From an optimization exercise on the open Yosys and OpenROAD flow, aimed at small area; shortcuts taken in it are not production practice.
In this exercise RTL edits were held to simulation tests only and were not proved equivalent to the original.

==> flow/design.v (outline; a module is shown in full before it is edited, if it fits) <==
// module fa: 4 lines
// module ha: 4 lines
// module sel3: 3 lines
// module conv_pe_sr: 1006 lines
module conv_pe_sr#(parameter WIDTH = 9, parameter DW = 2 * WIDTH + 3)
(
    input clk,
    input rst_n,
    input [WIDTH-1:0] data_in,
    input data_valid,
    input [WIDTH-1:0] weight_in,
    input weight_valid,
    output [DW-1:0] data_out,
    output out_valid
);
  // ...
==> flow/run.sh <==
#!/bin/bash
# synth_recipe.tcl (not shown) runs the flow's synth.tcl, then flattens the netlist and writes it again
# the make line also repeats each setting of config.mk as NAME=value (left out here)
make -C /OpenROAD-flow-scripts/flow DESIGN_CONFIG=/design/flow/config.mk WORK_HOME=/design/flow/orfs CLKGATE_MAP_FILE= SYNTH_SCRIPT=/design/flow/synth_recipe.tcl finish
==> flow/config.mk <==
export PLATFORM = sky130hd
export DESIGN_NAME = conv_pe_sr
export DESIGN_NICKNAME = conv_pe_sr
export VERILOG_FILES = /design/flow/design.v
export SDC_FILE = /design/flow/constraint.sdc
export NUM_CORES = 8
export LEC_CHECK = 0
export CAP_MARGIN = 20
export CORE_MARGIN = 2
export CORE_UTILIZATION = 40
export CTS_BUF_LIST = sky130_fd_sc_hd__clkbuf_8
export CTS_CLUSTER_DIAMETER = 60
export CTS_CLUSTER_SIZE = 16
export PLACE_DENSITY = 0.45
export SLEW_MARGIN = 20
export SYNTH_HIERARCHICAL = 1
export SYNTH_MINIMUM_KEEP_SIZE = 0
==> flow/constraint.sdc <==
create_clock -name core_clock -period 10.0 [get_ports {clk}]
set_input_delay 2.0000 -clock core_clock [delete_from_list [all_inputs] [get_ports {clk}]]
set_output_delay 2.0000 -clock core_clock [all_outputs]
set_load 0.01 [all_outputs]
==> key figures, run 1 <==
Outcome
  • Status: finished clean

GRT
  • Global-route wire length before repair: approximately 160 mm
  • Initial antenna violation count: 1
  • Met2 Use GR: 0.3651
  • Global route overflow: 0

Routing
  • Routed via count: 20,820
  • Antenna-violating nets left: 0
  • Avg Vias per Cell: 6.277

Logic synthesis
  • Mux share of post-synthesis cell area: 0.0002766
  • Cell Area, Synth: about 36,000 sq um
  • XOR/XNOR share of the synthesized area: 0.002663
  • Synth area leader: edfxtp_1
  • Complex-gate fraction of the synthesized area: 0.1036
  • Synth cell types: 34
  • Top cells by area, synth: edfxtp_1 (59%), fa_1 (23%), a222oi_1 (10%)
  • Post-synth EDFFs: just over 700

Timing
  • Worst Skew: roughly 0.027 ns
  • Slew Viols, Final: 0
  • Minimum clock period after layout: 9.583 ns

Layout
  • Multi-input gate count: approximately 1,100
  • Final Cell Area: between 40,000 and 50,000 sq um
  • Commonest non-fill, non-tap cell in the layout: edfxtp_1
  • Share of layout cells above drive strength 1: 0.1053

Floorplanning
  • Die Height: 304.8 microns
  • Number of well taps: around 1,200
  • DIE AREA: just over 90,000 sq um
  • Initial core utilization: 0.4026

CTS
  • # hold bufs at CTS: 0
  • CTS tree: yes

Setup path
  • Reg2Reg Depth: 23
  • Worst Path Required: approximately 11 ns
  • Worst r2r dst: res_lo[16]$_DFF_P_

Place
  • DP Worst Slack: approximately 0.26 ns
==> run 2, diff against run 1 <==
--- a/flow/design.v
+++ b/flow/design.v
@@ -2,16 +2,28 @@
 module fa(input a, input b, input ci, output s, output co);
 assign s = a ^ b ^ ci;
 assign co = (a & b) | (a & ci) | (b & ci);
 endmodule
 module ha(input a, input b, output s, output co);
 assign s = a ^ b;
 assign co = a & b;
 endmodule
+module g_xr2(input a, input b, output y);
+assign y = a ^ b;
+endmodule
+module g_xn2(input a, input b, output y);
+assign y = ~(a ^ b);
+endmodule
+module g_nr2(input a, input b, output y);
+assign y = ~(a | b);
+endmodule
+module g_nd2(input a, input b, output y);
+assign y = ~(a & b);
+endmodule
 module sel3(input a1, input a2, input b1, input b2, input c1, input c2, output y);
 assign y = ~((a1 & a2) | (b1 & b2) | (c1 & c2));
 endmodule
 `timescale 1ns / 1ps
 module conv_pe_sr#(parameter WIDTH = 9, parameter DW = 2 * WIDTH + 3)
 (
     input clk,
     input rst_n,
@@ -734,17 +746,17 @@
 wire s884, c885; fa us884 (.a(s872), .b(s874), .ci(c805), .s(s884), .co(c885));
 wire s886, c887; fa us886 (.a(s876), .b(s878), .ci(c807), .s(s886), .co(c887));
 wire s888, c889; fa us888 (.a(c809), .b(s880), .ci(c811), .s(s888), .co(c889));
 wire s890, c891; fa us890 (.a(s882), .b(s884), .ci(c813), .s(s890), .co(c891));
 wire s892, c893; fa us892 (.a(s886), .b(c815), .ci(s888), .s(s892), .co(c893));
 wire s894, c895; fa us894 (.a(s890), .b(c817), .ci(s892), .s(s894), .co(c895));
 wire s896, c897; fa us896 (.a(pp541), .b(s868), .ci(~c819), .s(s896), .co(c897));
 wire s898, c899; fa us898 (.a(s894), .b(~s896), .ci(c821), .s(s898), .co(c899));
-wire s900 = ~(pp13 ^ pp109); wire c901 = pp13 | pp109;
+wire s900, c901; g_xn2 us900 (.a(pp13), .b(pp109), .y(s900)); g_nr2 uc901 (.a(pp13), .b(pp109), .y(c901));
 wire s902, c903; fa us902 (.a(pp130), .b(pp226), .ci(pp247), .s(s902), .co(c903));
 wire s904, c905; fa us904 (.a(pp343), .b(pp364), .ci(pp460), .s(s904), .co(c905));
 wire s906, c907; fa us906 (.a(pp25), .b(pp37), .ci(pp49), .s(s906), .co(c907));
 wire s908, c909; fa us908 (.a(pp61), .b(pp73), .ci(pp85), .s(s908), .co(c909));
 wire s910, c911; fa us910 (.a(pp97), .b(pp142), .ci(pp154), .s(s910), .co(c911));
 wire s912, c913; fa us912 (.a(pp166), .b(pp178), .ci(pp190), .s(s912), .co(c913));
 wire s914, c915; fa us914 (.a(pp202), .b(pp214), .ci(pp259), .s(s914), .co(c915));
 wire s916, c917; fa us916 (.a(pp271), .b(pp283), .ci(pp295), .s(s916), .co(c917));
@@ -775,245 +787,245 @@
 wire s966, c967; fa us966 (.a(c877), .b(s954), .ci(c879), .s(s966), .co(c967));
 wire s968, c969; fa us968 (.a(s956), .b(s958), .ci(c881), .s(s968), .co(c969));
 wire s970, c971; fa us970 (.a(c883), .b(s960), .ci(c885), .s(s970), .co(c971));
 wire s972, c973; fa us972 (.a(s964), .b(s966), .ci(c887), .s(s972), .co(c973));
 wire s974, c975; fa us974 (.a(c889), .b(s968), .ci(s970), .s(s974), .co(c975));
 wire s976, c977; fa us976 (.a(c891), .b(s972), .ci(c893), .s(s976), .co(c977));
 wire s978, c979; fa us978 (.a(s974), .b(c895), .ci(s976), .s(s978), .co(c979));
 wire s980, c981; fa us980 (.a(s962), .b(c897), .ci(~s978), .s(s980), .co(c981));
-wire s982 = ~(pp26 ^ pp110); wire c983 = pp26 | pp110;
+wire s982, c983; g_xn2 us982 (.a(pp26), .b(pp110), .y(s982)); g_nr2 uc983 (.a(pp26), .b(pp110), .y(c983));
 wire s984, c985; fa us984 (.a(pp143), .b(pp227), .ci(pp260), .s(s984), .co(c985));
 wire s986, c987; fa us986 (.a(pp344), .b(pp377), .ci(pp461), .s(s986), .co(c987));
 wire s988, c989; fa us988 (.a(pp38), .b(pp50), .ci(pp62), .s(s988), .co(c989));
 wire s990, c991; fa us990 (.a(pp74), .b(pp86), .ci(pp98), .s(s990), .co(c991));
 wire s992, c993; fa us992 (.a(pp155), .b(pp167), .ci(pp179), .s(s992), .co(c993));
 wire s994, c995; fa us994 (.a(pp191), .b(pp203), .ci(pp215), .s(s994), .co(c995));
 wire s996, c997; fa us996 (.a(pp272), .b(pp284), .ci(pp296), .s(s996), .co(c997));
 wire s998, c999; fa us998 (.a(pp308), .b(pp320), .ci(pp332), .s(s998), .co(c999));
 wire s1000, c1001; fa us1000 (.a(pp389), .b(pp401), .ci(pp413), .s(s1000), .co(c1001));
 wire s1002, c1003; fa us1002 (.a(pp425), .b(pp437), .ci(pp449), .s(s1002), .co(c1003));
-wire s1004, c1005; fa us1004 (.a(c901), .b(s982), .ci(c903), .s(s1004), .co(c1005));
-wire s1006, c1007; fa us1006 (.a(c907), .b(c909), .ci(c911), .s(s1006), .co(c1007));
-wire s1008, c1009; fa us1008 (.a(c913), .b(c915), .ci(c917), .s(s1008), .co(c1009));
-wire s1010, c1011; fa us1010 (.a(c919), .b(c921), .ci(c923), .s(s1010), .co(c1011));
-wire s1012, c1013; fa us1012 (.a(c905), .b(s984), .ci(s986), .s(s1012), .co(c1013));
-wire s1014, c1015; fa us1014 (.a(s988), .b(s990), .ci(s992), .s(s1014), .co(c1015));
-wire s1016, c1017; fa us1016 (.a(s994), .b(s996), .ci(s998), .s(s1016), .co(c1017));
-wire s1018, c1019; fa us1018 (.a(s1000), .b(s1002), .ci(c925), .s(s1018), .co(c1019));
-wire s1020, c1021; fa us1020 (.a(c927), .b(c929), .ci(c933), .s(s1020), .co(c1021));
-wire s1022, c1023; fa us1022 (.a(c935), .b(c937), .ci(s1006), .s(s1022), .co(c1023));
-wire s1024, c1025; fa us1024 (.a(c931), .b(s1004), .ci(s1012), .s(s1024), .co(c1025));
-wire s1026, c1027; fa us1026 (.a(s1008), .b(s1010), .ci(s1014), .s(s1026), .co(c1027));
-wire s1028, c1029; fa us1028 (.a(s1016), .b(c939), .ci(c941), .s(s1028), .co(c1029));
-wire s1030, c1031; fa us1030 (.a(pp503), .b(pp511), .ci(pp519), .s(s1030), .co(c1031));
-wire s1032, c1033; fa us1032 (.a(pp527), .b(pp535), .ci(s1018), .s(s1032), .co(c1033));
-wire s1034, c1035; fa us1034 (.a(c943), .b(c945), .ci(s1020), .s(s1034), .co(c1035));
-wire s1036, c1037; fa us1036 (.a(pp495), .b(pp543), .ci(s1024), .s(s1036), .co(c1037));
-wire s1038, c1039; fa us1038 (.a(c947), .b(s1022), .ci(s1026), .s(s1038), .co(c1039));
-wire s1040, c1041; fa us1040 (.a(c951), .b(c953), .ci(c955), .s(s1040), .co(c1041));
-wire s1042, c1043; fa us1042 (.a(s1028), .b(c957), .ci(s1030), .s(s1042), .co(c1043));
-wire s1044, c1045; fa us1044 (.a(s1032), .b(c959), .ci(s1034), .s(s1044), .co(c1045));
-wire s1046, c1047; fa us1046 (.a(c949), .b(s1036), .ci(c963), .s(s1046), .co(c1047));
-wire s1048, c1049; fa us1048 (.a(s1038), .b(c961), .ci(c965), .s(s1048), .co(c1049));
-wire s1050, c1051; fa us1050 (.a(s1040), .b(c967), .ci(s1042), .s(s1050), .co(c1051));
-wire s1052, c1053; fa us1052 (.a(s1044), .b(c969), .ci(c971), .s(s1052), .co(c1053));
-wire s1054, c1055; fa us1054 (.a(s1048), .b(c973), .ci(s1050), .s(s1054), .co(c1055));
-wire s1056, c1057; fa us1056 (.a(c975), .b(s1052), .ci(s1054), .s(s1056), .co(c1057));
-wire s1058, c1059; fa us1058 (.a(c977), .b(s1056), .ci(c979), .s(s1058), .co(c1059));
-wire s1060, c1061; fa us1060 (.a(s1046), .b(c981), .ci(~s1058), .s(s1060), .co(c1061));
-wire s1062 = ~(pp39 ^ pp111); wire c1063 = pp39 | pp111;
+wire s1004, c1005; fa us1004 (.a(s982), .b(c903), .ci(c905), .s(s1004), .co(c1005));
+wire s1006, c1007; fa us1006 (.a(c901), .b(c907), .ci(c909), .s(s1006), .co(c1007));
+wire s1008, c1009; fa us1008 (.a(c911), .b(c913), .ci(c915), .s(s1008), .co(c1009));
+wire s1010, c1011; fa us1010 (.a(c917), .b(c919), .ci(c921), .s(s1010), .co(c1011));
+wire s1012, c1013; fa us1012 (.a(c923), .b(s988), .ci(s990), .s(s1012), .co(c1013));
+wire s1014, c1015; fa us1014 (.a(s992), .b(s994), .ci(s996), .s(s1014), .co(c1015));
+wire s1016, c1017; fa us1016 (.a(s998), .b(s1000), .ci(s1002), .s(s1016), .co(c1017));
+wire s1018, c1019; fa us1018 (.a(c925), .b(c927), .ci(c929), .s(s1018), .co(c1019));
+wire s1020, c1021; fa us1020 (.a(s984), .b(s986), .ci(c931), .s(s1020), .co(c1021));
+wire s1022, c1023; fa us1022 (.a(c933), .b(c935), .ci(c937), .s(s1022), .co(c1023));
+wire s1024, c1025; fa us1024 (.a(s1006), .b(s1008), .ci(s1010), .s(s1024), .co(c1025));
+wire s1026, c1027; fa us1026 (.a(s1012), .b(s1014), .ci(s1016), .s(s1026), .co(c1027));
+wire s1028, c1029; fa us1028 (.a(s1004), .b(pp495), .ci(pp543), .s(s1028), .co(c1029));
+wire s1030, c1031; fa us1030 (.a(c939), .b(c941), .ci(pp503), .s(s1030), .co(c1031));
+wire s1032, c1033; fa us1032 (.a(pp511), .b(pp519), .ci(pp527), .s(s1032), .co(c1033));
+wire s1034, c1035; fa us1034 (.a(pp535), .b(s1018), .ci(c943), .s(s1034), .co(c1035));
+wire s1036, c1037; fa us1036 (.a(c945), .b(c947), .ci(s1022), .s(s1036), .co(c1037));
+wire s1038, c1039; fa us1038 (.a(s1024), .b(s1026), .ci(c951), .s(s1038), .co(c1039));
+wire s1040, c1041; fa us1040 (.a(c953), .b(c955), .ci(c957), .s(s1040), .co(c1041));
+wire s1042, c1043; fa us1042 (.a(s1020), .b(c949), .ci(s1028), .s(s1042), .co(c1043));
+wire s1044, c1045; fa us1044 (.a(s1030), .b(s1032), .ci(c959), .s(s1044), .co(c1045));
+wire s1046, c1047; fa us1046 (.a(s1034), .b(s1036), .ci(c961), .s(s1046), .co(c1047));
+wire s1048, c1049; fa us1048 (.a(c965), .b(s1038), .ci(c967), .s(s1048), .co(c1049));
+wire s1050, c1051; fa us1050 (.a(s1040), .b(s1044), .ci(c969), .s(s1050), .co(c1051));
+wire s1052, c1053; fa us1052 (.a(s1046), .b(c971), .ci(s1048), .s(s1052), .co(c1053));
+wire s1054, c1055; fa us1054 (.a(c973), .b(s1050), .ci(c975), .s(s1054), .co(c1055));
+wire s1056, c1057; fa us1056 (.a(s1052), .b(c977), .ci(s1054), .s(s1056), .co(c1057));
+wire s1058, c1059; fa us1058 (.a(c963), .b(s1042), .ci(c981), .s(s1058), .co(c1059));
+wire s1060, c1061; fa us1060 (.a(c979), .b(s1056), .ci(~s1058), .s(s1060), .co(c1061));
+wire s1062, c1063; g_xn2 us1062 (.a(pp39), .b(pp111), .y(s1062)); g_nr2 uc1063 (.a(pp39), .b(pp111), .y(c1063));
 wire s1064, c1065; fa us1064 (.a(pp156), .b(pp228), .ci(pp273), .s(s1064), .co(c1065));
 wire s1066, c1067; fa us1066 (.a(pp345), .b(pp390), .ci(pp462), .s(s1066), .co(c1067));
 wire s1068, c1069; fa us1068 (.a(pp51), .b(pp63), .ci(pp75), .s(s1068), .co(c1069));
 wire s1070, c1071; fa us1070 (.a(pp87), .b(pp99), .ci(pp168), .s(s1070), .co(c1071));
 wire s1072, c1073; fa us1072 (.a(pp180), .b(pp192), .ci(pp204), .s(s1072), .co(c1073));
 wire s1074, c1075; fa us1074 (.a(pp216), .b(pp285), .ci(pp297), .s(s1074), .co(c1075));
 wire s1076, c1077; fa us1076 (.a(pp309), .b(pp321), .ci(pp333), .s(s1076), .co(c1077));
 wire s1078, c1079; fa us1078 (.a(pp402), .b(pp414), .ci(pp426), .s(s1078), .co(c1079));
-wire s1080, c1081; fa us1080 (.a(c983), .b(s1062), .ci(c985), .s(s1080), .co(c1081));
-wire s1082, c1083; fa us1082 (.a(pp438), .b(pp450), .ci(c989), .s(s1082), .co(c1083));
-wire s1084, c1085; fa us1084 (.a(c991), .b(c993), .ci(c995), .s(s1084), .co(c1085));
-wire s1086, c1087; fa us1086 (.a(c997), .b(c999), .ci(c1001), .s(s1086), .co(c1087));
-wire s1088, c1089; fa us1088 (.a(c987), .b(s1064), .ci(s1066), .s(s1088), .co(c1089));
-wire s1090, c1091; fa us1090 (.a(c1003), .b(s1068), .ci(s1070), .s(s1090), .co(c1091));
-wire s1092, c1093; fa us1092 (.a(s1072), .b(s1074), .ci(s1076), .s(s1092), .co(c1093));
-wire s1094, c1095; fa us1094 (.a(s1078), .b(c1007), .ci(c1009), .s(s1094), .co(c1095));
-wire s1096, c1097; fa us1096 (.a(c1005), .b(c1013), .ci(s1080), .s(s1096), .co(c1097));
-wire s1098, c1099; fa us1098 (.a(c1011), .b(c1015), .ci(c1017), .s(s1098), .co(c1099));
-wire s1100, c1101; fa us1100 (.a(s1082), .b(s1084), .ci(s1086), .s(s1100), .co(c1101));
+wire s1080, c1081; fa us1080 (.a(pp438), .b(pp450), .ci(c983), .s(s1080), .co(c1081));
+wire s1082, c1083; fa us1082 (.a(s1062), .b(c985), .ci(c987), .s(s1082), .co(c1083));
+wire s1084, c1085; fa us1084 (.a(c989), .b(c991), .ci(c993), .s(s1084), .co(c1085));
+wire s1086, c1087; fa us1086 (.a(c995), .b(c997), .ci(c999), .s(s1086), .co(c1087));
+wire s1088, c1089; fa us1088 (.a(c1001), .b(c1003), .ci(s1068), .s(s1088), .co(c1089));
+wire s1090, c1091; fa us1090 (.a(s1070), .b(s1072), .ci(s1074), .s(s1090), .co(c1091));
+wire s1092, c1093; fa us1092 (.a(s1076), .b(s1078), .ci(s1080), .s(s1092), .co(c1093));
+wire s1094, c1095; fa us1094 (.a(s1064), .b(s1066), .ci(c1005), .s(s1094), .co(c1095));
+wire s1096, c1097; fa us1096 (.a(c1007), .b(c1009), .ci(c1011), .s(s1096), .co(c1097));
+wire s1098, c1099; fa us1098 (.a(c1013), .b(c1015), .ci(c1017), .s(s1098), .co(c1099));
+wire s1100, c1101; fa us1100 (.a(s1084), .b(s1086), .ci(s1088), .s(s1100), .co(c1101));
 wire s1102, c1103; fa us1102 (.a(s1090), .b(s1092), .ci(c1019), .s(s1102), .co(c1103));
-wire s1104, c1105; fa us1104 (.a(s1088), .b(pp504), .ci(pp544), .s(s1104), .co(c1105));
-wire s1106, c1107; fa us1106 (.a(c1021), .b(pp512), .ci(pp520), .s(s1106), .co(c1107));
-wire s1108, c1109; fa us1108 (.a(pp528), .b(pp536), .ci(s1094), .s(s1108), .co(c1109));
-wire s1110, c1111; fa us1110 (.a(c1023), .b(c1027), .ci(s1098), .s(s1110), .co(c1111));
-wire s1112, c1113; fa us1112 (.a(s1100), .b(c1029), .ci(c1031), .s(s1112), .co(c1113));
-wire s1114, c1115; fa us1114 (.a(c1033), .b(s1102), .ci(c1035), .s(s1114), .co(c1115));
-wire s1116, c1117; fa us1116 (.a(c1025), .b(s1096), .ci(s1104), .s(s1116), .co(c1117));
-wire s1118, c1119; fa us1118 (.a(s1106), .b(s1108), .ci(c1039), .s(s1118), .co(c1119));
-wire s1120, c1121; fa us1120 (.a(s1110), .b(c1041), .ci(c1043), .s(s1120), .co(c1121));
-wire s1122, c1123; fa us1122 (.a(s1112), .b(c1045), .ci(s1114), .s(s1122), .co(c1123));
-wire s1124, c1125; fa us1124 (.a(c1037), .b(s1116), .ci(c1047), .s(s1124), .co(c1125));
-wire s1126, c1127; fa us1126 (.a(s1118), .b(c1049), .ci(c1051), .s(s1126), .co(c1127));
-wire s1128, c1129; fa us1128 (.a(s1120), .b(s1122), .ci(c1053), .s(s1128), .co(c1129));
+wire s1104, c1105; fa us1104 (.a(s1082), .b(c1021), .ci(pp504), .s(s1104), .co(c1105));
+wire s1106, c1107; fa us1106 (.a(pp512), .b(pp520), .ci(pp528), .s(s1106), .co(c1107));
+wire s1108, c1109; fa us1108 (.a(pp536), .b(s1096), .ci(c1023), .s(s1108), .co(c1109));
+wire s1110, c1111; fa us1110 (.a(c1025), .b(c1027), .ci(s1098), .s(s1110), .co(c1111));
+wire s1112, c1113; fa us1112 (.a(pp544), .b(s1094), .ci(c1029), .s(s1112), .co(c1113));
+wire s1114, c1115; fa us1114 (.a(s1100), .b(c1031), .ci(c1033), .s(s1114), .co(c1115));
+wire s1116, c1117; fa us1116 (.a(c1035), .b(s1102), .ci(s1106), .s(s1116), .co(c1117));
+wire s1118, c1119; fa us1118 (.a(c1037), .b(s1108), .ci(s1110), .s(s1118), .co(c1119));
+wire s1120, c1121; fa us1120 (.a(s1104), .b(c1043), .ci(s1112), .s(s1120), .co(c1121));
+wire s1122, c1123; fa us1122 (.a(c1039), .b(c1041), .ci(s1114), .s(s1122), .co(c1123));
+wire s1124, c1125; fa us1124 (.a(c1045), .b(s1116), .ci(s1118), .s(s1124), .co(c1125));
+wire s1126, c1127; fa us1126 (.a(c1047), .b(c1049), .ci(s1122), .s(s1126), .co(c1127));
+wire s1128, c1129; fa us1128 (.a(c1051), .b(s1124), .ci(c1053), .s(s1128), .co(c1129));
 wire s1130, c1131; fa us1130 (.a(s1126), .b(c1055), .ci(s1128), .s(s1130), .co(c1131));
-wire s1132, c1133; fa us1132 (.a(c1057), .b(s1130), .ci(c1059), .s(s1132), .co(c1133));
-wire s1134, c1135; fa us1134 (.a(s1124), .b(c1061), .ci(~s1132), .s(s1134), .co(c1135));
+wire s1132, c1133; fa us1132 (.a(~s1120), .b(c1057), .ci(s1130), .s(s1132), .co(c1133));
+wire s1134, c1135; fa us1134 (.a(s1132), .b(~c1059), .ci(c1061), .s(s1134), .co(c1135));
 wire s1136, c1137; fa us1136 (.a(pp52), .b(pp112), .ci(pp169), .s(s1136), .co(c1137));
 wire s1138, c1139; fa us1138 (.a(pp229), .b(pp286), .ci(pp346), .s(s1138), .co(c1139));
 wire s1140, c1141; fa us1140 (.a(pp64), .b(pp76), .ci(pp88), .s(s1140), .co(c1141));
 wire s1142, c1143; fa us1142 (.a(pp100), .b(pp181), .ci(pp193), .s(s1142), .co(c1143));
 wire s1144, c1145; fa us1144 (.a(pp205), .b(pp217), .ci(pp298), .s(s1144), .co(c1145));
 wire s1146, c1147; fa us1146 (.a(pp310), .b(pp322), .ci(pp334), .s(s1146), .co(c1147));
 wire s1148, c1149; fa us1148 (.a(pp415), .b(pp427), .ci(pp439), .s(s1148), .co(c1149));
-wire s1150, c1151; fa us1150 (.a(pp403), .b(pp463), .ci(c1063), .s(s1150), .co(c1151));
-wire s1152, c1153; fa us1152 (.a(pp451), .b(c1069), .ci(c1071), .s(s1152), .co(c1153));
-wire s1154, c1155; fa us1154 (.a(c1073), .b(c1075), .ci(c1077), .s(s1154), .co(c1155));
-wire s1156, c1157; fa us1156 (.a(c1065), .b(c1067), .ci(s1136), .s(s1156), .co(c1157));
-wire s1158, c1159; fa us1158 (.a(c1079), .b(s1140), .ci(s1142), .s(s1158), .co(c1159));
-wire s1160, c1161; fa us1160 (.a(s1144), .b(s1146), .ci(s1148), .s(s1160), .co(c1161));
-wire s1162, c1163; fa us1162 (.a(s1138), .b(s1150), .ci(c1081), .s(s1162), .co(c1163));
-wire s1164, c1165; fa us1164 (.a(c1083), .b(c1085), .ci(c1087), .s(s1164), .co(c1165));
-wire s1166, c1167; fa us1166 (.a(c1091), .b(c1093), .ci(s1152), .s(s1166), .co(c1167));
-wire s1168, c1169; fa us1168 (.a(s1154), .b(s1158), .ci(s1160), .s(s1168), .co(c1169));
-wire s1170, c1171; fa us1170 (.a(c1089), .b(s1156), .ci(pp513), .s(s1170), .co(c1171));
-wire s1172, c1173; fa us1172 (.a(c1095), .b(pp521), .ci(pp529), .s(s1172), .co(c1173));
-wire s1174, c1175; fa us1174 (.a(pp545), .b(s1162), .ci(c1097), .s(s1174), .co(c1175));
-wire s1176, c1177; fa us1176 (.a(pp537), .b(s1164), .ci(c1099), .s(s1176), .co(c1177));
-wire s1178, c1179; fa us1178 (.a(c1101), .b(s1166), .ci(s1168), .s(s1178), .co(c1179));
-wire s1180, c1181; fa us1180 (.a(c1103), .b(c1107), .ci(c1109), .s(s1180), .co(c1181));
-wire s1182, c1183; fa us1182 (.a(c1105), .b(s1170), .ci(s1174), .s(s1182), .co(c1183));
-wire s1184, c1185; fa us1184 (.a(s1172), .b(c1111), .ci(s1176), .s(s1184), .co(c1185));
-wire s1186, c1187; fa us1186 (.a(s1178), .b(c1113), .ci(c1115), .s(s1186), .co(c1187));
+wire s1150, c1151; fa us1150 (.a(pp403), .b(pp463), .ci(c1065), .s(s1150), .co(c1151));
+wire s1152, c1153; fa us1152 (.a(pp451), .b(c1063), .ci(c1069), .s(s1152), .co(c1153));
+wire s1154, c1155; fa us1154 (.a(c1071), .b(c1073), .ci(c1075), .s(s1154), .co(c1155));
+wire s1156, c1157; fa us1156 (.a(c1067), .b(s1136), .ci(s1138), .s(s1156), .co(c1157));
+wire s1158, c1159; fa us1158 (.a(c1077), .b(c1079), .ci(s1140), .s(s1158), .co(c1159));
+wire s1160, c1161; fa us1160 (.a(s1142), .b(s1144), .ci(s1146), .s(s1160), .co(c1161));
+wire s1162, c1163; fa us1162 (.a(s1148), .b(c1081), .ci(c1085), .s(s1162), .co(c1163));
+wire s1164, c1165; fa us1164 (.a(c1087), .b(c1089), .ci(c1091), .s(s1164), .co(c1165));
+wire s1166, c1167; fa us1166 (.a(c1083), .b(s1150), .ci(s1156), .s(s1166), .co(c1167));
+wire s1168, c1169; fa us1168 (.a(s1152), .b(s1154), .ci(s1158), .s(s1168), .co(c1169));
+wire s1170, c1171; fa us1170 (.a(s1160), .b(c1093), .ci(c1097), .s(s1170), .co(c1171));
+wire s1172, c1173; fa us1172 (.a(c1095), .b(pp513), .ci(pp545), .s(s1172), .co(c1173));
+wire s1174, c1175; fa us1174 (.a(pp521), .b(pp529), .ci(pp537), .s(s1174), .co(c1175));
+wire s1176, c1177; fa us1176 (.a(s1162), .b(c1099), .ci(c1101), .s(s1176), .co(c1177));
+wire s1178, c1179; fa us1178 (.a(s1164), .b(s1168), .ci(c1103), .s(s1178), .co(c1179));
+wire s1180, c1181; fa us1180 (.a(c1107), .b(c1109), .ci(s1170), .s(s1180), .co(c1181));
+wire s1182, c1183; fa us1182 (.a(s1166), .b(c1105), .ci(s1172), .s(s1182), .co(c1183));
+wire s1184, c1185; fa us1184 (.a(s1174), .b(c1111), .ci(s1176), .s(s1184), .co(c1185));
+wire s1186, c1187; fa us1186 (.a(c1115), .b(s1178), .ci(c1117), .s(s1186), .co(c1187));
 wire s1188, c1189; fa us1188 (.a(s1180), .b(c1119), .ci(s1184), .s(s1188), .co(c1189));
-wire s1190, c1191; fa us1190 (.a(c1121), .b(s1186), .ci(c1123), .s(s1190), .co(c1191));
-wire s1192, c1193; fa us1192 (.a(c1117), .b(s1182), .ci(c1125), .s(s1192), .co(c1193));
-wire s1194, c1195; fa us1194 (.a(s1188), .b(c1127), .ci(s1190), .s(s1194), .co(c1195));
+wire s1190, c1191; fa us1190 (.a(c1113), .b(s1182), .ci(c1121), .s(s1190), .co(c1191));
+wire s1192, c1193; fa us1192 (.a(c1123), .b(s1186), .ci(c1125), .s(s1192), .co(c1193));
+wire s1194, c1195; fa us1194 (.a(s1188), .b(c1127), .ci(s1192), .s(s1194), .co(c1195));
 wire s1196, c1197; fa us1196 (.a(c1129), .b(s1194), .ci(c1131), .s(s1196), .co(c1197));
-wire s1198, c1199; fa us1198 (.a(~s1192), .b(s1196), .ci(c1133), .s(s1198), .co(c1199));
+wire s1198, c1199; fa us1198 (.a(~s1190), .b(c1133), .ci(s1196), .s(s1198), .co(c1199));
 wire s1200, c1201; fa us1200 (.a(pp65), .b(pp113), .ci(pp182), .s(s1200), .co(c1201));
 wire s1202, c1203; fa us1202 (.a(pp230), .b(pp299), .ci(pp347), .s(s1202), .co(c1203));
 wire s1204, c1205; fa us1204 (.a(pp77), .b(pp89), .ci(pp101), .s(s1204), .co(c1205));
 wire s1206, c1207; fa us1206 (.a(pp194), .b(pp206), .ci(pp218), .s(s1206), .co(c1207));
 wire s1208, c1209; fa us1208 (.a(pp311), .b(pp323), .ci(pp335), .s(s1208), .co(c1209));
 wire s1210, c1211; fa us1210 (.a(pp428), .b(pp440), .ci(pp452), .s(s1210), .co(c1211));
 wire s1212, c1213; fa us1212 (.a(pp416), .b(pp464), .ci(c1137), .s(s1212), .co(c1213));
 wire s1214, c1215; fa us1214 (.a(c1141), .b(c1143), .ci(c1145), .s(s1214), .co(c1215));
 wire s1216, c1217; fa us1216 (.a(c1139), .b(s1200), .ci(s1202), .s(s1216), .co(c1217));
 wire s1218, c1219; fa us1218 (.a(c1147), .b(c1149), .ci(s1204), .s(s1218), .co(c1219));
 wire s1220, c1221; fa us1220 (.a(s1206), .b(s1208), .ci(s1210), .s(s1220), .co(c1221));
-wire s1222, c1223; fa us1222 (.a(c1151), .b(c1157), .ci(s1212), .s(s1222), .co(c1223));
-wire s1224, c1225; fa us1224 (.a(c1153), .b(c1155), .ci(c1159), .s(s1224), .co(c1225));
+wire s1222, c1223; fa us1222 (.a(c1153), .b(c1155), .ci(c1159), .s(s1222), .co(c1223));
+wire s1224, c1225; fa us1224 (.a(c1151), .b(c1157), .ci(s1212), .s(s1224), .co(c1225));
 wire s1226, c1227; fa us1226 (.a(c1161), .b(s1214), .ci(s1218), .s(s1226), .co(c1227));
-wire s1228, c1229; fa us1228 (.a(s1216), .b(c1163), .ci(pp522), .s(s1228), .co(c1229));
-wire s1230, c1231; fa us1230 (.a(s1220), .b(c1165), .ci(pp530), .s(s1230), .co(c1231));
-wire s1232, c1233; fa us1232 (.a(pp538), .b(c1167), .ci(c1169), .s(s1232), .co(c1233));
-wire s1234, c1235; fa us1234 (.a(pp546), .b(s1222), .ci(c1171), .s(s1234), .co(c1235));
-wire s1236, c1237; fa us1236 (.a(s1224), .b(s1226), .ci(c1173), .s(s1236), .co(c1237));
-wire s1238, c1239; fa us1238 (.a(c1177), .b(s1230), .ci(c1179), .s(s1238), .co(c1239));
-wire s1240, c1241; fa us1240 (.a(c1175), .b(s1228), .ci(s1234), .s(s1240), .co(c1241));
-wire s1242, c1243; fa us1242 (.a(s1232), .b(c1181), .ci(s1236), .s(s1242), .co(c1243));
-wire s1244, c1245; fa us1244 (.a(c1185), .b(s1238), .ci(c1187), .s(s1244), .co(c1245));
-wire s1246, c1247; fa us1246 (.a(s1242), .b(c1189), .ci(s1244), .s(s1246), .co(c1247));
-wire s1248, c1249; fa us1248 (.a(c1183), .b(s1240), .ci(c1193), .s(s1248), .co(c1249));
-wire s1250, c1251; fa us1250 (.a(c1191), .b(s1246), .ci(c1195), .s(s1250), .co(c1251));
-wire s1252, c1253; fa us1252 (.a(~s1248), .b(s1250), .ci(c1197), .s(s1252), .co(c1253));
+wire s1228, c1229; fa us1228 (.a(s1216), .b(pp522), .ci(pp546), .s(s1228), .co(c1229));
+wire s1230, c1231; fa us1230 (.a(s1220), .b(c1163), .ci(pp530), .s(s1230), .co(c1231));
+wire s1232, c1233; fa us1232 (.a(pp538), .b(c1165), .ci(c1169), .s(s1232), .co(c1233));
+wire s1234, c1235; fa us1234 (.a(s1222), .b(s1226), .ci(c1171), .s(s1234), .co(c1235));
+wire s1236, c1237; fa us1236 (.a(c1167), .b(s1224), .ci(c1173), .s(s1236), .co(c1237));
+wire s1238, c1239; fa us1238 (.a(c1175), .b(c1177), .ci(s1230), .s(s1238), .co(c1239));
+wire s1240, c1241; fa us1240 (.a(s1232), .b(c1179), .ci(s1234), .s(s1240), .co(c1241));
+wire s1242, c1243; fa us1242 (.a(s1228), .b(c1183), .ci(s1236), .s(s1242), .co(c1243));
+wire s1244, c1245; fa us1244 (.a(c1181), .b(c1185), .ci(s1238), .s(s1244), .co(c1245));
+wire s1246, c1247; fa us1246 (.a(c1187), .b(s1240), .ci(c1189), .s(s1246), .co(c1247));
+wire s1248, c1249; fa us1248 (.a(s1244), .b(c1193), .ci(s1246), .s(s1248), .co(c1249));
+wire s1250, c1251; fa us1250 (.a(s1242), .b(c1191), .ci(~c1195), .s(s1250), .co(c1251));
+wire s1252, c1253; fa us1252 (.a(s1248), .b(c1197), .ci(c1199), .s(s1252), .co(c1253));
 wire s1254, c1255; fa us1254 (.a(pp78), .b(pp114), .ci(pp195), .s(s1254), .co(c1255));
 wire s1256, c1257; fa us1256 (.a(pp231), .b(pp312), .ci(pp348), .s(s1256), .co(c1257));
 wire s1258, c1259; fa us1258 (.a(pp90), .b(pp102), .ci(pp207), .s(s1258), .co(c1259));
 wire s1260, c1261; fa us1260 (.a(pp219), .b(pp324), .ci(pp336), .s(s1260), .co(c1261));
 wire s1262, c1263; fa us1262 (.a(pp429), .b(pp465), .ci(c1201), .s(s1262), .co(c1263));
 wire s1264, c1265; fa us1264 (.a(pp441), .b(pp453), .ci(c1205), .s(s1264), .co(c1265));
 wire s1266, c1267; fa us1266 (.a(c1207), .b(c1209), .ci(c1211), .s(s1266), .co(c1267));
 wire s1268, c1269; fa us1268 (.a(c1203), .b(s1254), .ci(s1256), .s(s1268), .co(c1269));
 wire s1270, c1271; fa us1270 (.a(s1258), .b(s1260), .ci(c1215), .s(s1270), .co(c1271));
 wire s1272, c1273; fa us1272 (.a(c1213), .b(c1217), .ci(s1262), .s(s1272), .co(c1273));
 wire s1274, c1275; fa us1274 (.a(c1219), .b(c1221), .ci(s1264), .s(s1274), .co(c1275));
 wire s1276, c1277; fa us1276 (.a(s1268), .b(pp531), .ci(pp547), .s(s1276), .co(c1277));
-wire s1278, c1279; fa us1278 (.a(s1266), .b(pp539), .ci(c1225), .s(s1278), .co(c1279));
+wire s1278, c1279; fa us1278 (.a(s1266), .b(c1223), .ci(pp539), .s(s1278), .co(c1279));
 wire s1280, c1281; fa us1280 (.a(s1270), .b(c1227), .ci(s1274), .s(s1280), .co(c1281));
-wire s1282, c1283; fa us1282 (.a(c1223), .b(s1272), .ci(c1229), .s(s1282), .co(c1283));
-wire s1284, c1285; fa us1284 (.a(c1231), .b(s1278), .ci(c1233), .s(s1284), .co(c1285));
-wire s1286, c1287; fa us1286 (.a(s1276), .b(c1235), .ci(s1282), .s(s1286), .co(c1287));
-wire s1288, c1289; fa us1288 (.a(s1280), .b(c1237), .ci(c1239), .s(s1288), .co(c1289));
-wire s1290, c1291; fa us1290 (.a(s1284), .b(c1243), .ci(s1288), .s(s1290), .co(c1291));
-wire s1292, c1293; fa us1292 (.a(c1245), .b(s1290), .ci(c1247), .s(s1292), .co(c1293));
-wire s1294, c1295; fa us1294 (.a(c1241), .b(s1286), .ci(c1249), .s(s1294), .co(c1295));
-wire s1296, c1297; fa us1296 (.a(s1292), .b(c1251), .ci(c1253), .s(s1296), .co(c1297));
+wire s1282, c1283; fa us1282 (.a(c1225), .b(s1272), .ci(c1229), .s(s1282), .co(c1283));
+wire s1284, c1285; fa us1284 (.a(c1231), .b(c1233), .ci(s1278), .s(s1284), .co(c1285));
+wire s1286, c1287; fa us1286 (.a(s1280), .b(c1235), .ci(c1239), .s(s1286), .co(c1287));
+wire s1288, c1289; fa us1288 (.a(s1276), .b(c1237), .ci(s1282), .s(s1288), .co(c1289));
+wire s1290, c1291; fa us1290 (.a(s1284), .b(c1241), .ci(c1245), .s(s1290), .co(c1291));
+wire s1292, c1293; fa us1292 (.a(s1286), .b(c1247), .ci(s1290), .s(s1292), .co(c1293));
+wire s1294, c1295; fa us1294 (.a(c1243), .b(s1288), .ci(c1251), .s(s1294), .co(c1295));
+wire s1296, c1297; fa us1296 (.a(c1249), .b(s1292), .ci(~s1294), .s(s1296), .co(c1297));
 wire s1298, c1299; fa us1298 (.a(pp91), .b(pp115), .ci(pp208), .s(s1298), .co(c1299));
 wire s1300, c1301; fa us1300 (.a(pp232), .b(pp325), .ci(pp349), .s(s1300), .co(c1301));
 wire s1302, c1303; fa us1302 (.a(pp103), .b(pp220), .ci(pp337), .s(s1302), .co(c1303));
 wire s1304, c1305; fa us1304 (.a(pp442), .b(pp466), .ci(c1255), .s(s1304), .co(c1305));
 wire s1306, c1307; fa us1306 (.a(pp454), .b(c1259), .ci(c1261), .s(s1306), .co(c1307));
 wire s1308, c1309; fa us1308 (.a(c1257), .b(s1298), .ci(s1300), .s(s1308), .co(c1309));
 wire s1310, c1311; fa us1310 (.a(s1302), .b(c1265), .ci(c1267), .s(s1310), .co(c1311));
 wire s1312, c1313; fa us1312 (.a(c1263), .b(c1269), .ci(s1304), .s(s1312), .co(c1313));
 wire s1314, c1315; fa us1314 (.a(s1308), .b(pp540), .ci(pp548), .s(s1314), .co(c1315));
 wire s1316, c1317; fa us1316 (.a(s1306), .b(c1271), .ci(s1310), .s(s1316), .co(c1317));
 wire s1318, c1319; fa us1318 (.a(c1273), .b(s1312), .ci(c1277), .s(s1318), .co(c1319));
 wire s1320, c1321; fa us1320 (.a(c1275), .b(c1279), .ci(c1281), .s(s1320), .co(c1321));
 wire s1322, c1323; fa us1322 (.a(s1314), .b(c1283), .ci(s1318), .s(s1322), .co(c1323));
 wire s1324, c1325; fa us1324 (.a(s1316), .b(c1285), .ci(s1320), .s(s1324), .co(c1325));
-wire s1326, c1327; fa us1326 (.a(c1289), .b(s1324), .ci(c1291), .s(s1326), .co(c1327));
-wire s1328, c1329; fa us1328 (.a(c1287), .b(s1322), .ci(c1295), .s(s1328), .co(c1329));
-wire s1330, c1331; fa us1330 (.a(s1326), .b(c1293), .ci(c1297), .s(s1330), .co(c1331));
+wire s1326, c1327; fa us1326 (.a(c1287), .b(s1324), .ci(c1291), .s(s1326), .co(c1327));
+wire s1328, c1329; fa us1328 (.a(c1289), .b(s1322), .ci(~c1293), .s(s1328), .co(c1329));
+wire s1330, c1331; fa us1330 (.a(~s1326), .b(s1328), .ci(c1295), .s(s1330), .co(c1331));
 wire s1332, c1333; fa us1332 (.a(pp104), .b(pp116), .ci(pp221), .s(s1332), .co(c1333));
 wire s1334, c1335; fa us1334 (.a(pp233), .b(pp338), .ci(pp350), .s(s1334), .co(c1335));
 wire s1336, c1337; fa us1336 (.a(pp455), .b(pp467), .ci(c1299), .s(s1336), .co(c1337));
 wire s1338, c1339; fa us1338 (.a(c1301), .b(s1332), .ci(s1334), .s(s1338), .co(c1339));
 wire s1340, c1341; fa us1340 (.a(c1305), .b(c1309), .ci(s1336), .s(s1340), .co(c1341));
 wire s1342, c1343; fa us1342 (.a(c1303), .b(c1307), .ci(c1311), .s(s1342), .co(c1343));
 wire s1344, c1345; fa us1344 (.a(s1338), .b(c1313), .ci(s1340), .s(s1344), .co(c1345));
 wire s1346, c1347; fa us1346 (.a(pp549), .b(c1317), .ci(s1342), .s(s1346), .co(c1347));
 wire s1348, c1349; fa us1348 (.a(c1315), .b(s1344), .ci(c1319), .s(s1348), .co(c1349));
 wire s1350, c1351; fa us1350 (.a(c1321), .b(s1346), .ci(c1325), .s(s1350), .co(c1351));
 wire s1352, c1353; fa us1352 (.a(s1348), .b(c1323), .ci(~s1350), .s(s1352), .co(c1353));
 wire s1354, c1355; fa us1354 (.a(~c1327), .b(s1352), .ci(c1329), .s(s1354), .co(c1355));
-wire s1356 = ~(~pp117 ^ ~pp234); wire c1357 = ~pp117 | ~pp234;
+wire s1356, c1357; g_xn2 us1356 (.a(pp117), .b(pp234), .y(s1356)); g_nd2 uc1357 (.a(pp117), .b(pp234), .y(c1357));
 wire s1358, c1359; fa us1358 (.a(s1356), .b(c1333), .ci(c1335), .s(s1358), .co(c1359));
 wire s1360, c1361; fa us1360 (.a(c1337), .b(c1339), .ci(s1358), .s(s1360), .co(c1361));
 wire s1362, c1363; fa us1362 (.a(pp351), .b(pp468), .ci(c1343), .s(s1362), .co(c1363));
 wire s1364, c1365; fa us1364 (.a(c1341), .b(s1360), .ci(c1345), .s(s1364), .co(c1365));
 wire s1366, c1367; fa us1366 (.a(s1362), .b(c1347), .ci(~s1364), .s(s1366), .co(c1367));
 wire s1368, c1369; fa us1368 (.a(~c1349), .b(s1366), .ci(c1351), .s(s1368), .co(c1369));
 wire s1370, c1371; fa us1370 (.a(c1353), .b(~s1368), .ci(c1355), .s(s1370), .co(c1371));
-wire s1372 = ~(c1357 ^ c1359); wire c1373 = c1357 | c1359;
+wire s1372, c1373; g_xn2 us1372 (.a(c1357), .b(c1359), .y(s1372)); g_nr2 uc1373 (.a(c1357), .b(c1359), .y(c1373));
 wire s1374, c1375; fa us1374 (.a(s1372), .b(c1361), .ci(c1365), .s(s1374), .co(c1375));
 wire s1376, c1377; fa us1376 (.a(c1363), .b(~s1374), .ci(c1367), .s(s1376), .co(c1377));
 wire s1378, c1379; fa us1378 (.a(s1376), .b(c1369), .ci(~c1371), .s(s1378), .co(c1379));
-wire s1380 = ~(c1373 ^ c1375); wire c1381 = c1373 | c1375;
-wire s1382, c1383; fa us1382 (.a(~s1380), .b(c1377), .ci(c1379), .s(s1382), .co(c1383));
-wire s1384 = c553 ^ s562; wire c1385 = ~(c553 | s562);
+wire s1380, c1381; g_xn2 us1380 (.a(c1373), .b(c1377), .y(s1380)); g_nd2 uc1381 (.a(c1373), .b(c1377), .y(c1381));
+wire s1382, c1383; fa us1382 (.a(c1375), .b(s1380), .ci(~c1379), .s(s1382), .co(c1383));
+wire s1384, c1385; g_xr2 us1384 (.a(c553), .b(s562), .y(s1384)); g_nr2 uc1385 (.a(c553), .b(s562), .y(c1385));
 wire s1386, c1387; fa us1386 (.a(c563), .b(s580), .ci(~c1385), .s(s1386), .co(c1387));
-wire s1388 = s608 ^ c1387; wire c1389 = ~(s608 | c1387);
-wire s1390 = ~s646 ^ c1389; wire c1391 = ~s646 & c1389;
-wire s1392 = ~s694 ^ c1391; wire c1393 = ~s694 & c1391;
-wire s1394 = ~s752 ^ c1393; wire c1395 = ~s752 & c1393;
-wire s1396 = ~s820 ^ c1395; wire c1397 = ~s820 & c1395;
-wire s1398 = ~s898 ^ c1397; wire c1399 = ~s898 & c1397;
+wire s1388, c1389; g_xr2 us1388 (.a(s608), .b(c1387), .y(s1388)); g_nr2 uc1389 (.a(s608), .b(c1387), .y(c1389));
+wire s1390, c1391; g_xn2 us1390 (.a(c1389), .b(s646), .y(s1390)); assign c1391 = c1389 & ~s646;
+wire s1392, c1393; g_xn2 us1392 (.a(c1391), .b(s694), .y(s1392)); assign c1393 = c1391 & ~s694;
+wire s1394, c1395; g_xn2 us1394 (.a(c1393), .b(s752), .y(s1394)); assign c1395 = c1393 & ~s752;
+wire s1396, c1397; g_xn2 us1396 (.a(c1395), .b(s820), .y(s1396)); assign c1397 = c1395 & ~s820;
+wire s1398, c1399; g_xn2 us1398 (.a(c1397), .b(s898), .y(s1398)); assign c1399 = c1397 & ~s898;
 wire s1400, c1401; fa us1400 (.a(~c899), .b(s980), .ci(c1399), .s(s1400), .co(c1401));
-wire s1402, c1403; ha us1402 (.a(s1060), .b(c1401), .s(s1402), .co(c1403));
-wire s1404, c1405; ha us1404 (.a(s1134), .b(c1403), .s(s1404), .co(c1405));
-wire s1406, c1407; fa us1406 (.a(c1135), .b(~s1198), .ci(c1405), .s(s1406), .co(c1407));
-wire s1408, c1409; fa us1408 (.a(c1199), .b(s1252), .ci(~c1407), .s(s1408), .co(c1409));
-wire s1410, c1411; fa us1410 (.a(~s1294), .b(s1296), .ci(c1409), .s(s1410), .co(c1411));
-wire s1412, c1413; fa us1412 (.a(~s1328), .b(s1330), .ci(c1411), .s(s1412), .co(c1413));
-wire s1414, c1415; fa us1414 (.a(c1331), .b(~s1354), .ci(c1413), .s(s1414), .co(c1415));
-reg [16:0] res_lo;
-reg [3:0] res_a;
-reg [3:0] res_b;
+wire s1402, c1403; g_xn2 us1402 (.a(c1401), .b(s1060), .y(s1402)); assign c1403 = c1401 & ~s1060;
+wire s1404, c1405; g_xn2 us1404 (.a(c1403), .b(s1134), .y(s1404)); assign c1405 = c1403 & ~s1134;
+wire s1406, c1407; fa us1406 (.a(c1135), .b(s1198), .ci(~c1405), .s(s1406), .co(c1407));
+wire s1408, c1409; fa us1408 (.a(~s1250), .b(s1252), .ci(c1407), .s(s1408), .co(c1409));
+wire s1410, c1411; fa us1410 (.a(c1253), .b(s1296), .ci(c1409), .s(s1410), .co(c1411));
+reg [14:0] res_lo;
+reg [5:0] res_a;
+reg [5:0] res_b;
 reg res_c;
 always @(posedge clk)
 begin
-    res_lo <= {~s1414, ~s1412, ~s1410, ~s1408, s1406, s1404, s1402, s1400, s1398, s1396, s1394, s1392, s1390, s1388, ~s1386, s1384, ~s552};
-    res_a <= {c1381, ~s1382, ~s1378, s1370};
-    res_b <= {~c1383, 1'b0, 1'b0, 1'b0};
-    res_c <= ~c1415;
+    res_lo <= {~s1410, ~s1408, ~s1406, s1404, s1402, s1400, s1398, s1396, s1394, s1392, s1390, s1388, ~s1386, s1384, ~s552};
+    res_a <= {c1381, s1382, ~s1378, s1370, c1331, ~c1297};
+    res_b <= {c1383, 1'b0, 1'b0, 1'b0, s1354, s1330};
+    res_c <= ~c1411;
 end
 assign out_valid = ov;
-wire [4:0] hi_c;
+wire [6:0] hi_c;
 assign hi_c[0] = res_c;
-fa uh0 (.a(res_a[0]), .b(res_b[0]), .ci(hi_c[0]), .s(data_out[17]), .co(hi_c[1]));
-fa uh1 (.a(res_a[1]), .b(res_b[1]), .ci(hi_c[1]), .s(data_out[18]), .co(hi_c[2]));
-fa uh2 (.a(res_a[2]), .b(res_b[2]), .ci(hi_c[2]), .s(data_out[19]), .co(hi_c[3]));
-fa uh3 (.a(res_a[3]), .b(res_b[3]), .ci(hi_c[3]), .s(data_out[20]), .co(hi_c[4]));
-assign data_out[16:0] = res_lo;
+fa uh0 (.a(res_a[0]), .b(res_b[0]), .ci(hi_c[0]), .s(data_out[15]), .co(hi_c[1]));
+fa uh1 (.a(res_a[1]), .b(res_b[1]), .ci(hi_c[1]), .s(data_out[16]), .co(hi_c[2]));
+fa uh2 (.a(res_a[2]), .b(res_b[2]), .ci(hi_c[2]), .s(data_out[17]), .co(hi_c[3]));
+fa uh3 (.a(res_a[3]), .b(res_b[3]), .ci(hi_c[3]), .s(data_out[18]), .co(hi_c[4]));
+fa uh4 (.a(res_a[4]), .b(res_b[4]), .ci(hi_c[4]), .s(data_out[19]), .co(hi_c[5]));
+fa uh5 (.a(res_a[5]), .b(res_b[5]), .ci(hi_c[5]), .s(data_out[20]), .co(hi_c[6]));
+assign data_out[14:0] = res_lo;
 endmodule
==> flow/flow/run.sh (new file) <==
#!/bin/bash
# Layout: the standard flow (standard.sh, its synthesis unchanged), with
# plain buf_1 cells as the port buffers and clock tree synthesis given its own
# buffer (clkbuf_8), sink clustering and no dummy loads. The tools' logs are
# in orfs/logs/; standard.sh's own output goes to standard.log here.
set -euo pipefail
CTS="-sink_clustering_enable -repair_clock_nets -dont_use_dummy_load -buf_list sky130_fd_sc_hd__clkbuf_8 -sink_clustering_size 16 -sink_clustering_max_diameter 60"
bash standard.sh "BUFFER_PORTS_ARGS=-buffer_cell sky130_fd_sc_hd__buf_1" "CTS_ARGS=$CTS" finish > standard.log 2>&1
==> flow/standard.sh (new file) <==
#!/bin/bash
# synth_recipe.tcl (not shown) runs the flow's synth.tcl, then flattens the netlist and writes it again
# the make line also repeats each setting of config.mk as NAME=value (left out here)
make -C /OpenROAD-flow-scripts/flow DESIGN_CONFIG=/design/flow/config.mk WORK_HOME=/design/flow/orfs CLKGATE_MAP_FILE= SYNTH_SCRIPT=/design/flow/synth_recipe.tcl "${@:-finish}"
==> flow/config.mk (replaced) <==
export PLATFORM = sky130hd
export DESIGN_NAME = conv_pe_sr
export DESIGN_NICKNAME = conv_pe_sr
export VERILOG_FILES = /design/flow/design.v
export SDC_FILE = /design/flow/constraint.sdc
export NUM_CORES = 8
export LEC_CHECK = 0
export CAP_MARGIN = 20
export CORE_MARGIN = 2
export CORE_UTILIZATION = 70
export SLEW_MARGIN = 20
export SYNTH_HIERARCHICAL = 1
export SYNTH_MINIMUM_KEEP_SIZE = 0
removed: flow/run.sh
==> run 2 against run 1 <==
Still clean. Sequential share of layout area up 3.0 points. Clock-buffer cell count down 22. Routed wire length down 7.4%. Worst hold slack worse by 0.0013 ns. Global-route usage up 16 points. Critical endpoint is now res_lo[14]$_DFF_P_. Highest routed layer is now met5.
==> key figures, run 2 <==
Floorplanning
  • Die W: 231.4 microns (was 304.8 microns)
  • I/O pin count: 44 (unchanged)
  • Core area: 51,200 sq um (was 89,870 sq um)
  • DIE AREA: 53,550 sq um (was 92,880 sq um)
  • Initial core utilization: 0.7070 (was 0.4026)
  • Die Height: 231.4 microns (was 304.8 microns)
  • Row cnt: 83 (was 110)

CTS
  • Clk root buf: clkbuf_8 (unchanged)
  • CTS sink cnt: 749 (was 747)
  • PostCTS Resize Cnt: 0 (unchanged)
  • Clk buf depth: 3 (unchanged)
  • Clock transition at path regs: 0.09 ns (was 0.10 ns)
  • # Post-CTS Setup Buffers: 0 (unchanged)
  • CTS tree: yes (unchanged)
  • Worst-Skew Late Latency: 0.71 ns (was 0.74 ns)
  • Num CTS Buffers: 57 (was 75)
  • Number of H-tree levels: 2 (was 3)
  • # hold bufs at CTS: 0 (unchanged)

Logic synthesis
  • Most common cell in the netlist: edfxtp_1 (unchanged)
  • Post-Synthesis Cells: 1,886 (was 1,883)
  • Most used DFF post-synth: edfxtp_1 (unchanged)
  • Most instantiated cells after synthesis: edfxtp_1 (715), fa_1 (423), a222oi_1 (360) (unchanged)
  • Number of synthesized register bits: 749 (was 747)
  • Warnings, synthesis: 7 (unchanged)
  • Yosys top cell area share: 0.5932 (was 0.5934)
  • Synth area leader: edfxtp_1 (unchanged)
  • Top cells by area, synth: edfxtp_1 (59%), fa_1 (23%), a222oi_1 (10%) (unchanged)
  • Async SR Flop Fraction: 0 (unchanged)
  • Sequential fraction of the synthesis area: 0.6120 (was 0.6111)
  • Cell Area, Synth: 36,200 sq um (was 36,180 sq um)
  • Synth cell types: 36 (was 34)
  • Post-Syn Area per Cell: 19.19 sq um (was 19.22 sq um)
  • Post-synth EDFFs: 715 (unchanged)

Timing
  • Minimum clock period after layout: 9.492 ns (was 9.583 ns)
  • Worst Skew: 0.08326 ns (was 0.02662 ns)
  • Final TNS setup: 0 ns (unchanged)
  • Worst Max-Slew Pin Slew: 1.160 ns (was 1.209 ns)
  • Period utilization: 0.9492 (was 0.9583)
  • Rel. slew slack: 0.2264 (was 0.1943)
  • Timing-limited maximum frequency: 0.1054 GHz (was 0.1044 GHz)
  • Hold Fails Final Rpt: 0 (unchanged)
  • Final Setup Violations: 0 (unchanged)
  • Slew Viols, Final: 0 (unchanged)
  • RSZ-0062 raised after global routing: no (unchanged)

Setup path
  • CP Launch Type: register (unchanged)
  • Crit-path cells: nor2b_1, a222oi_1, fa_1, fa_1, fa_1, fa_1, fa_1, fa_1, fa_1, fa_1, fa_1, inv_1, fa_1, fa_1, inv_1, fa_1, fa_1, nand2b_1, fa_1, fa_1, fa_1, inv_1 (was and2_1, a222oi_1, fa_1, fa_1, fa_1, fa_1, fa_1, fa_1, fa_1, fa_1, fa_1, inv_1, fa_1, fa_1, fa_1, ha_1, fa_1, inv_1, fa_1, fa_1, fa_1, fa_1, inv_1)
  • CP delay by family, top: adder cells (unchanged)
  • Worst Path Buf+Inv: 3 (unchanged)
  • CP dominant cell by count: fa_1 (unchanged)
  • Crit-path max cell delay: 0.67 ns (was 0.65 ns)
  • Worst Path Required: 10.55 ns (was 10.65 ns)
  • Slowest-stage cell, CP: nor2b_1 (was a222oi_1)
  • WP data arrival: 10.05 ns (was 10.23 ns)
  • Crit path kind: reg2reg (unchanged)
  • Worst-path fanout max: 10 (unchanged)
  • Crit end category: register (unchanged)

Layout
  • Area grow syn2layout: 5.918% (was 11.66%)
  • Register bank with the most flops: pix (unchanged)
  • Layout Nets: 2,476 (was 2,560)
  • Most frequent cells in the layout: edfxtp_1 (715), fa_1 (423), a222oi_1 (360) (unchanged)
  • Share of layout cells above drive strength 1: 0.05503 (was 0.1053)
  • Commonest non-fill, non-tap cell in the layout: edfxtp_1 (unchanged)
  • Max reg flops: 594 (unchanged)
  • Biggest regs: pix: 594 flops, wreg: 81 flops, psum: 40 flops (unchanged)

GRT
  • Global route overflow: 0 (unchanged)
  • Initial antenna violation count: 3 (was 1)
  • Gr usage total: 0.4115 (was 0.2502)
  • Vias in the first global route: 22,260 (was 21,330)
  • Global-route wire length before repair: 153.4 mm (was 164.2 mm)
  • Largest net degree at the start of global routing: 204 (was 195)

Flow run
  • Max-Cap Viols: 0 (unchanged)

Routing
  • WL/cell: 39.47 microns (was 34.68 microns)
  • TritonRoute pass-1 iters: 29 (was 17)
  • Avg Vias per Cell: 8.196 (was 6.277)
  • Routed via count: 22,110 (was 20,820)
  • DRC Markers: 0 (unchanged)
  • Initial drt markers: 6,738 (was 4,928)
  • Antenna-violating nets left: 0 (unchanged)
  • Routed WL: 106.5 mm (was 115.0 mm)

Place
  • GPL Wtd Cong: 1.084 (was 0.9393)
  • Hpwl dp: 76.37 mm (was 83.48 mm)
  • I/O Buffers: 43 (unchanged)

Min path
  • HP Class: reg2reg (unchanged)

Outcome
  • Status: finished clean (unchanged)
run 2: cell types whose count changed after synthesis, sizes merged, moves of 3 or more:
cell | previous run | this run
inv | 64 | 38
o21a | 3 | 0
ha | 27 | 12
xnor2 | 7 | 21
nand2 | 85 | 88
nor2 | 2 | 14
o21ai | 2 | 5
nor2b | 77 | 81
nor3b | 0 | 3
nor3 | 1 | 4
run 2: layout make-up:
type / instances / area, sq um
Timing Repair Buffer: 91 / 566.8
Antenna cell: 1 / 2.502
Sequential cell: 749 / 22150
Inverter: 38 / 142.6
Clock buffer: 57 / 784.5
Fill cell: 2819 / 12860
Tap cell: 680 / 850.8
Multi-Input combinational cell: 1082 / 13840
run 2: cell families after synthesis:
logic type / synth area share
flip-flops: 0.6120
other: 0.0001036
AND/OR/NAND/NOR: 0.03477
adder cells (fa/ha/maj): 0.2381
AO/OA/AOI/OAI: 0.1025
XOR/XNOR: 0.006049
buffers and inverters: 0.005945
multiplexers: 0.0005531
run 2: final timing paths:
path	startpoint	endpoint	slack, ns	depth (start not counted)
worst max register to register	pix[569]$_DFFE_PP_	res_lo[14]$_DFF_P_	0.51	22
worst min register to register	pix[339]$_DFFE_PP_	pix[348]$_DFFE_PP_	0.41	0
worst max-delay path	pix[569]$_DFFE_PP_	res_lo[14]$_DFF_P_	0.51	22
worst min-delay path	pix[339]$_DFFE_PP_	pix[348]$_DFFE_PP_	0.41	0
run 2: per-layer routing:
metal / GRT usage / share of wire
met5: 0.008272 / 0.0014
met4: 0.2103 / 0.076
met3: 0.1660 / 0.16
met2: 0.6054 / 0.44
met1: 0.5380 / 0.32
run 2: modules after synthesis (local to each module, per instance):
module      cells inside  cell area (sq um)
conv_pe_sr          1081              23980
fa                     1              20.02
g_nd2                  1              3.754
g_nr2                  1              3.754
g_xn2                  1              8.758
g_xr2                  1              8.758
sel3                   1              10.01
run 2: metrics by stage:
step	hold slack, ns	cell area (sq um)	instances	setup WS, ns	utilization
after floorplan	0.4003	36200	1888	1.594	-
after global placement	0.4006	37550	2640	0.7223	0.7334
after detailed placement	0.4045	37550	2640	0.7457	0.7334
after CTS	0.4178	38340	2697	0.6272	0.7488
after global routing	0.4147	38340	2698	0.3587	0.7488
final	0.4101	38340	2698	0.5083	0.7488
==> run 3, diff against run 2 <==
==> flow/flow/run.sh (replaced) <==
#!/bin/bash
# Layout: the standard flow (standard.sh, its synthesis unchanged), with
# plain buf_1 cells as the port buffers, global placement that keeps none of
# its trial resizing, and clock tree synthesis given its own
# buffer (clkbuf_8), sink clustering and no dummy loads. The tools' logs are
# in orfs/logs/; standard.sh's own output goes to standard.log here.
set -euo pipefail
CTS="-sink_clustering_enable -repair_clock_nets -dont_use_dummy_load -buf_list sky130_fd_sc_hd__clkbuf_8 -sink_clustering_size 16 -sink_clustering_max_diameter 60"
bash standard.sh "BUFFER_PORTS_ARGS=-buffer_cell sky130_fd_sc_hd__buf_1" "CTS_ARGS=$CTS" GPL_KEEP_OVERFLOW=0 finish > standard.log 2>&1
==> run 3 against run 2 <==
Core utilization rose by 0.051 points. Clock-buffer cell count unchanged. Critical path depth did not move. Via count is 0.21% lower. Register-to-register slack better by 0.20 ns. Non-clock buffer count shrank 27. Fmax up 2.1%. Worst hold slack worse by 0.027 ns. Global-route usage is 0.60 points higher. Routed wire length up 1.0%. Critical endpoint unchanged. Largest cell class unchanged.
==> key figures, run 3 <==
Logic synthesis
  • Post-synth EDFFs: 715 (unchanged)
  • Top cells by area, synth: edfxtp_1 (59%), fa_1 (23%), a222oi_1 (10%) (unchanged)
  • Post-Syn Area per Cell: 19.19 sq um (unchanged)
  • Warnings, synthesis: 7 (unchanged)
  • Sequential fraction of the synthesis area: 0.6120 (unchanged)
  • Cell Area, Synth: 36,200 sq um (unchanged)
  • Synth area leader: edfxtp_1 (unchanged)
  • Post-Synthesis Cells: 1,886 (unchanged)
  • Most common cell in the netlist: edfxtp_1 (unchanged)
  • Async SR Flop Fraction: 0 (unchanged)
  • Most used DFF post-synth: edfxtp_1 (unchanged)

Setup path
  • WP depth: 22 (unchanged)
  • Worst-path fanout max: 10 (unchanged)
  • Worst reg2reg path startpoint: pix[570]$_DFFE_PP_ (was pix[569]$_DFFE_PP_)
  • WP data arrival: 9.87 ns (was 10.05 ns)
  • CP dominant cell by count: fa_1 (unchanged)
  • Worst Path Buf+Inv: 3 (unchanged)
  • CP delay by family, top: adder cells (unchanged)
  • Worst Path Required: 10.58 ns (was 10.55 ns)
  • CP Launch Point: pix[570]$_DFFE_PP_ (was pix[569]$_DFFE_PP_)
  • Crit-path cells: nor2b_1, a222oi_1, fa_1, fa_1, fa_1, fa_1, fa_1, fa_1, fa_1, fa_1, fa_1, inv_1, fa_1, fa_1, inv_1, fa_1, fa_1, nand2b_1, fa_1, fa_1, fa_1, inv_1 (unchanged)
  • Crit-path max cell delay: 0.78 ns (was 0.67 ns)
  • CP Launch Type: register (unchanged)
  • Slowest-stage cell, CP: nor2b_1 (unchanged)
  • Flop2flop setup slack: 0.71 ns (was 0.51 ns)
  • Crit path kind: reg2reg (unchanged)

Place
  • Hpwl dp: 78.21 mm (was 76.37 mm)
  • Area post-placement: 37,570 sq um (was 37,550 sq um)
  • GPL Wtd Cong: 1.050 (was 1.084)
  • I/O Buffers: 43 (unchanged)

Layout
  • Final Cell Area: 38,370 sq um (was 38,340 sq um)
  • Area grow syn2layout: 5.990% (was 5.918%)
  • Register bank with the most flops: pix (unchanged)
  • Max reg flops: 594 (unchanged)
  • Finished Layout Cells: 2,671 (was 2,698)
  • Commonest non-fill, non-tap cell in the layout: edfxtp_1 (unchanged)
  • Most frequent cells in the layout: edfxtp_1 (715), fa_1 (423), a222oi_1 (360) (unchanged)
  • Biggest regs: pix: 594 flops, wreg: 81 flops, psum: 40 flops (unchanged)
  • Layout Nets: 2,449 (was 2,476)

Timing
  • Slew Viols, Final: 0 (unchanged)
  • RSZ-0062 raised after global routing: no (unchanged)
  • Worst Max-Slew Pin Slew: 1.078 ns (was 1.160 ns)
  • Worst Skew: 0.1261 ns (was 0.08326 ns)
  • Rel. slew slack: 0.2815 (was 0.2264)
  • Hold Fails Final Rpt: 0 (unchanged)
  • Final Setup Violations: 0 (unchanged)

CTS
  • Number of H-tree levels: 2 (unchanged)
  • Num CTS Buffers: 57 (unchanged)
  • CTS tree: yes (unchanged)
  • # Post-CTS Setup Buffers: 0 (unchanged)
  • # hold bufs at CTS: 0 (unchanged)
  • PostCTS Resize Cnt: 0 (unchanged)
  • Clk buf depth: 3 (unchanged)
  • Worst-Skew Late Latency: 0.73 ns (was 0.71 ns)

Floorplanning
  • DIE AREA: 53,550 sq um (unchanged)
  • Initial core utilization: 0.7070 (unchanged)
  • Die Height: 231.4 microns (unchanged)
  • Row cnt: 83 (unchanged)

Outcome
  • Status: finished clean (unchanged)

Routing
  • WL/cell: 40.29 microns (was 39.47 microns)
  • TritonRoute pass-1 iters: 22 (was 29)
  • Routed via count: 22,070 (was 22,110)
  • DRC Markers: 0 (unchanged)

GRT
  • Gr usage total: 0.4175 (was 0.4115)
  • Global-route wire length before repair: 155.4 mm (was 153.4 mm)
  • Vias in the first global route: 22,220 (was 22,260)
  • Largest net degree at the start of global routing: 42 (was 204)
  • Initial antenna violation count: 2 (was 3)

Min path
  • HP Class: reg2reg (unchanged)
-- run 3: cell count changes in the layout (fill, tap and decap cells not counted), sizes merged --
cell / delta
clkbuf: -1
buf: -26
-- run 3: worst min path at each step --
stage | from | to | slack [ns] | depth (start not counted)
after floorplan | pix[91]$_DFFE_PP_ | pix[100]$_DFFE_PP_ | 0.40 | 0
after global placement | pix[227]$_DFFE_PP_ | pix[236]$_DFFE_PP_ | 0.40 | 0
after detailed placement | pix[153]$_DFFE_PP_ | pix[162]$_DFFE_PP_ | 0.40 | 0
after CTS | pix[246]$_DFFE_PP_ | pix[255]$_DFFE_PP_ | 0.38 | 0
after global routing | pix[70]$_DFFE_PP_ | pix[79]$_DFFE_PP_ | 0.39 | 0
final | pix[70]$_DFFE_PP_ | pix[79]$_DFFE_PP_ | 0.38 | 0
-- run 3: layout make-up --
class	count	area [sq um]
Timing Repair Buffer	64	594.3
Inverter	38	142.6
Tap cell	680	850.8
Antenna cell	1	2.502
Sequential cell	749	22150
Clock buffer	57	784.5
Fill cell	2832	12830
Multi-Input combinational cell	1082	13840
-- run 3: per-module statistics from Yosys (local to each module, per instance) --
module / cell area [sq um] / flip-flops and latches / copies in the design
conv_pe_sr: 23980 / 749 / 1
g_nr2: 3.754 / 0 / 6
g_nd2: 3.754 / 0 / 2
fa: 20.02 / 0 / 422
sel3: 10.01 / 0 / 360
g_xn2: 8.758 / 0 / 13
g_xr2: 8.758 / 0 / 2
-- run 3: cell families (layout without fill, tap and decap cells) --
group                    after synthesis  after routing  synth area share
buffers and inverters                 57            159          0.005945
AO/OA/AOI/OAI                        376            376            0.1025
AND/OR/NAND/NOR                      241            241           0.03477
other                                  1              4         0.0001036
multiplexers                           2              2         0.0005531
XOR/XNOR                              25             25          0.006049
flip-flops                           749            749            0.6120
adder cells (fa/ha/maj)              435            435            0.2381
-- run 3: through the flow --
step	setup WS [ns]	hold WS, ns
after floorplan	1.594	0.4003
after global placement	-14.52	0.4008
after detailed placement	0.8021	0.4045
after CTS	0.7214	0.3772
after global routing	0.4527	0.3893
final	0.7061	0.3829
-- run 3: routing by layer --
layer	wire length, microns	up-vias	track usage
met3	16630	671	0.1468
met1	34140	10960	0.5441
li1	-	8041	-
met4	9630	2	0.2593
met2	47180	2389	0.6113
met5	23	-	0.001838

## what the ideal ports hide
The results above use ideal ports. As a check the final layouts listed here were re-extracted and re-timed, cells and wires unchanged.
Step 1 sets driving cells, clkbuf_16 on the clock port and buf_2 on the other inputs (assumed; they add their load-dependent delay and slew).
Step 2, shift: input delay + t, output delay - t, t = (earliest + latest rising clock arrival at the registers) / 2. This alone moves slack from input paths to output paths.
Slacks: ideal ports / drivers / drivers and shift; pairs: ideal ports / drivers.
| run | t, ns | slack for setup (ns) | hold slack, ns | latest minus earliest clock arrival (ns) | slew at the worst register clock pin (ns) |
|---|---|---|---|---|---|
| run 1 | 0.796 | 0.417 / 0.417 / 0.296 | 0.411 / 0.411 / 0.411 | 0.032 / 0.031 | 0.10 / 0.10 |
| run 2 | 0.724 | 0.508 / 0.508 / 0.508 | 0.410 / 0.410 / 0.410 | 0.084 / 0.084 | 0.11 / 0.11 |
| run 3 | 0.726 | 0.706 / 0.706 / 0.706 | 0.383 / 0.383 / 0.383 | 0.130 / 0.129 | 0.11 / 0.11 |
After both steps every run listed still meets setup and hold. The setup slack of run 1, which loses most, moves by 0.000 ns with the drivers and by -0.121 ns with both steps.
